From an optimization exercise on the open Yosys and OpenROAD flow, aimed at small area, a short achievable clock period and few clock cycles; shortcuts taken in it are not production practice. Where RTL was checked, it was by simulation tests only, not by an equivalence proof against the original.

==> flow/design.v (excerpt) <==
module processor(
  input wire clk, reset,
  input wire op,  
  input wire [7:0] in_data,
  input wire user_write_memory,
  input wire [7:0] user_address,
  output wire [7:0] out_data,  
  output wire done             
);
Settings: LEC_CHECK=0, CAP_MARGIN=20, CORE_MARGIN=2, CORE_UTILIZATION=50, CTS_CLUSTER_DIAMETER=110, CTS_CLUSTER_SIZE=26, PLACE_DENSITY=0.6, SETUP_SLACK_MARGIN=4.25, SLEW_MARGIN=20; clock period 12.5 ns.
standard.sh (not shown) runs the stock make flow with config.mk's settings and CLKGATE_MAP_FILE= SYNTH_SCRIPT=/design/flow/synth_recipe.tcl, a recipe that flattens the netlist after the stock synthesis.
==> flow/flow/run.sh <==
#!/bin/bash
# The standard flow's own layout (standard.sh), except for two changes to synthesis:
#  - ORFS's adder step (Yosys extract_fa and the full/half-adder cell map) is
#    skipped, so ABC maps the arithmetic as plain logic and times it whole;
#  - ABC runs flow/abc_map.script instead of ORFS's abc_speed.script: the
#    same commands, but one round of restructuring (&st &syn2 &if &synch2
#    &nf) after the first mapping instead of five, which saves area.
# Everything else, the registers included, is the standard synthesis and
# layout. Each tool's output goes to orfs_make.log and ORFS's own logs.
set -euo pipefail
here=$(pwd)
flowdir=$(cd "$(dirname "$0")" && pwd)

# ORFS's synth.tcl without the block from "Technology mapping of adders" up
# to "Technology mapping of latches", and with ABC given our script
sed -e '/^# Technology mapping of adders/,/^# Technology mapping of latches/{/^# Technology mapping of latches/!d}' \
    -e "s#^  log_cmd abc {\*}\$abc_args#  log_cmd abc {*}[lreplace \$abc_args 1 1 $flowdir/abc_map.script]#" \
  "$FLOW_HOME/scripts/synth.tcl" > "$here/synth_noadder.tcl"
grep -q '^# Technology mapping of latches' "$here/synth_noadder.tcl"
! grep -q 'extract_fa' "$here/synth_noadder.tcl"
grep -q 'abc_map.script' "$here/synth_noadder.tcl"

# The standard flow's synthesis script, sourcing that instead of ORFS's synth.tcl
sed "s#source \$::env(SCRIPTS_DIR)/synth.tcl#source $here/synth_noadder.tcl#" \
  synth_recipe.tcl > "$here/synth_recipe_noadder.tcl"
grep -q 'synth_noadder.tcl' "$here/synth_recipe_noadder.tcl"

# standard.sh with that synthesis script
sed "s#SYNTH_SCRIPT=[^ ]*#SYNTH_SCRIPT=$here/synth_recipe_noadder.tcl#" standard.sh > "$here/standard_noadder.sh"
grep -q 'synth_recipe_noadder.tcl' "$here/standard_noadder.sh"

bash "$here/standard_noadder.sh" finish > "$here/orfs_make.log" 2>&1
==> flow/flow/abc_map.script <==
&get -n
&st
&dch
&nf
&st
&syn2
&if -g -K 6
&synch2
&nf
&put
buffer -c
topo
stime -c
upsize -c
dnsize -c
The first run produced a clean layout.
Testbench counts at the start, summed over its fixed seeds: cycles 1,121.
==> next run, changes <==
--- a/flow/flow/run.sh
+++ b/flow/flow/run.sh
@@ -2,8 +1,0 @@
-# The standard flow's own layout (standard.sh), except for two changes to synthesis:
-#  - ORFS's adder step (Yosys extract_fa and the full/half-adder cell map) is
-#    skipped, so ABC maps the arithmetic as plain logic and times it whole;
-#  - ABC runs flow/abc_map.script instead of ORFS's abc_speed.script: the
-#    same commands, but one round of restructuring (&st &syn2 &if &synch2
-#    &nf) after the first mapping instead of five, which saves area.
-# Everything else, the registers included, is the standard synthesis and
-# layout. Each tool's output goes to orfs_make.log and ORFS's own logs.
--- a/flow/flow/abc_map.script
+++ b/flow/flow/abc_map.script
@@ -3,0 +4,5 @@
+&nf
+&st
+&syn2
+&if -g -K 6
+&synch2
- SETUP_SLACK_MARGIN: 4.25 -> 4
Outcome:
- die area climbs by about 1.3%
- routed wire length shrinks by 2.3%
- flip-flop and latch count does not change
- design area drops by about 2%
- synthesized cell count increases by about 3.3%
- count of clock-buffer cells in the layout goes down by 7
- core utilization falls by 2.2 points
- register-to-register slack got worse by 0.16 ns
==> next run, changes <==
==> flow/flow/abc_map.script (replaced) <==
&get -n
&st
&dch
&nf
&st
&syn2
&if -g -K 6
&synch2
&nf
&put
buffer -c
topo
stime -c
upsize -c
dnsize -c
After rerunning: The changed run completed with no timing, DRC or antenna violations. Synthesized area goes down slightly. Setup slack gets worse by 0.13 ns. Final area goes down slightly.
==> next run, changes <==
--- a/flow/flow/run.sh
+++ b/flow/flow/run.sh
@@ -1,0 +2,4 @@
+# The standard flow's own layout (standard.sh), except that synthesis skips ORFS's adder
+# step (Yosys extract_fa and the full/half-adder cell map): ABC then maps the
+# arithmetic as plain logic and times it as a whole. Everything else, the
+# registers included, is the standard synthesis and layout.
@@ -4 +7,0 @@
-flowdir=$(cd "$(dirname "$0")" && pwd)
@@ -7,3 +10,2 @@
-# to "Technology mapping of latches", and with ABC given our script
-sed -e '/^# Technology mapping of adders/,/^# Technology mapping of latches/{/^# Technology mapping of latches/!d}' \
-    -e "s#^  log_cmd abc {\*}\$abc_args#  log_cmd abc {*}[lreplace \$abc_args 1 1 $flowdir/abc_map.script]#" \
+# to "Technology mapping of latches"
+sed '/^# Technology mapping of adders/,/^# Technology mapping of latches/{/^# Technology mapping of latches/!d}' \
@@ -13 +14,0 @@
-grep -q 'abc_map.script' "$here/synth_noadder.tcl"
removed: flow/flow/abc_map.script
The changed run finished clean.
Cell area rose by 2.6%.
Count of clock-buffer cells in the layout does not change.
Area after synthesis rose by 2.6%.
Clock skew fell by 0.032 ns.
Via count rose by 4.8%.
Critical path depth fell by 1.
First-iteration DRC count rose by 9.3%.
Die area rose by 2.6%.
Core utilization fell by 0.14 points.
Routed wire length rose by 3.3%.

Another version of the RTL of processor (not shown whole).
Size: roughly 2,300 flip-flops, roughly 29 I/O pins.
## processor
module processor(
  input wire clk, reset,
  input wire op,  
  input wire [7:0] in_data,
  input wire user_write_memory,
  input wire [7:0] user_address,
  output wire [7:0] out_data,  
  output wire done             
);
==> flow/config.mk <==
export PLATFORM = sky130hd
export DESIGN_NAME = processor
export DESIGN_NICKNAME = processor
export VERILOG_FILES = /design/flow/design.v
export SDC_FILE = /design/flow/constraint.sdc
export NUM_CORES = 8
export LEC_CHECK = 0
export CAP_MARGIN = 20
export CORE_MARGIN = 2
export CORE_UTILIZATION = 50
export CTS_CLUSTER_DIAMETER = 100
export CTS_CLUSTER_SIZE = 22
export PLACE_DENSITY = 0.6
export SETUP_SLACK_MARGIN = 4
export SLEW_MARGIN = 20
==> flow/constraint.sdc <==
create_clock -name core_clock -period 12.5 [get_ports {clk}]
set_input_delay 2.5000 -clock core_clock [delete_from_list [all_inputs] [get_ports {clk}]]
set_output_delay 2.5000 -clock core_clock [all_outputs]
set_load 0.01 [all_outputs]
==> flow/flow/run.sh <==
#!/bin/bash
# The standard flow's own layout (standard.sh), except that synthesis skips ORFS's adder
# step (Yosys extract_fa and the full/half-adder cell map): ABC then maps the
# arithmetic as plain logic and times it as a whole. Everything else, the
# registers included, is the standard synthesis and layout.
set -euo pipefail
here=$(pwd)

# ORFS's synth.tcl without the block from "Technology mapping of adders" up
# to "Technology mapping of latches"
sed '/^# Technology mapping of adders/,/^# Technology mapping of latches/{/^# Technology mapping of latches/!d}' \
  "$FLOW_HOME/scripts/synth.tcl" > "$here/synth_noadder.tcl"
grep -q '^# Technology mapping of latches' "$here/synth_noadder.tcl"
! grep -q 'extract_fa' "$here/synth_noadder.tcl"

# The standard flow's synthesis script, sourcing that instead of ORFS's synth.tcl
sed "s#source \$::env(SCRIPTS_DIR)/synth.tcl#source $here/synth_noadder.tcl#" \
  synth_recipe.tcl > "$here/synth_recipe_noadder.tcl"
grep -q 'synth_noadder.tcl' "$here/synth_recipe_noadder.tcl"

# standard.sh with that synthesis script
sed "s#SYNTH_SCRIPT=[^ ]*#SYNTH_SCRIPT=$here/synth_recipe_noadder.tcl#" standard.sh > "$here/standard_noadder.sh"
grep -q 'synth_recipe_noadder.tcl' "$here/standard_noadder.sh"

bash "$here/standard_noadder.sh" finish > "$here/orfs_make.log" 2>&1
The starting point produced a clean layout.
Next try:
Settings changed: CTS_CLUSTER_DIAMETER 100 to not set, CTS_CLUSTER_SIZE 22 to not set, SETUP_SLACK_MARGIN 4 to 5.
Effect:
- routed wire length is higher by roughly a tenth
- via count rises by roughly a tenth
- global-route usage rose by 5.4 points
- design area increases by roughly a tenth
- first-iteration DRC count rises by about a fifth
- hold slack got worse by 0.0096 ns
- worst setup slack gets worse by 0.24 ns
No functional check of the RTL was part of any run of this note.

-- separate check: timing with driven ports --
How much do the figures lean on ideal ports? The routed layouts below were timed once more, with nothing changed but the port constraints. Step 1, drivers: a clkbuf_16 drives clk and a buf_2 each remaining input, both assumed. Step 2 adds t to the input delays and takes it off the output delays; t is the mean of the earliest and latest rising clock arrival at the registers after step 1. Input paths then give back, and output paths get back, about the clock's delay inside the block. a / b / c = no drivers / after step 1 / after step 2; a / b = the first two.
| run | t, ns | slack for setup (ns) | hold slack, ns | worst register clock-pin slew, ns | worst slew at a driven data input, ns |
|---|---|---|---|---|---|
| the first run of note 1 | 0.920 | 3.896 / 3.553 / 3.553 | 0.504 / 0.504 / 0.504 | 0.12 / 0.12 | 0.38 |
| the second run of note 1 | 0.936 | 3.916 / 3.774 / 3.774 | 0.507 / 0.507 / 0.507 | 0.12 / 0.12 | 0.19 |
| the third run of note 1 | 0.917 | 3.785 / 3.607 / 3.607 | 0.501 / 0.501 / 0.501 | 0.12 / 0.12 | 0.22 |
| the fourth run of note 1 | 0.902 | 3.911 / 3.631 / 3.631 | 0.505 / 0.505 / 0.505 | 0.12 / 0.12 | 0.38 |
| the first run of note 2 | 0.928 | 3.917 / 3.688 / 3.688 | 0.501 / 0.501 / 0.501 | 0.10 / 0.10 | 0.24 |
| the second run of note 2 | 1.008 | 3.679 / 3.506 / 3.506 | 0.492 / 0.492 / 0.492 | 0.07 / 0.07 | 0.29 |
After both steps every run listed still meets setup and hold. For the first run of note 1, which loses most, drivers alone change the setup slack by -0.343 ns; drivers and shift together by -0.343 ns.
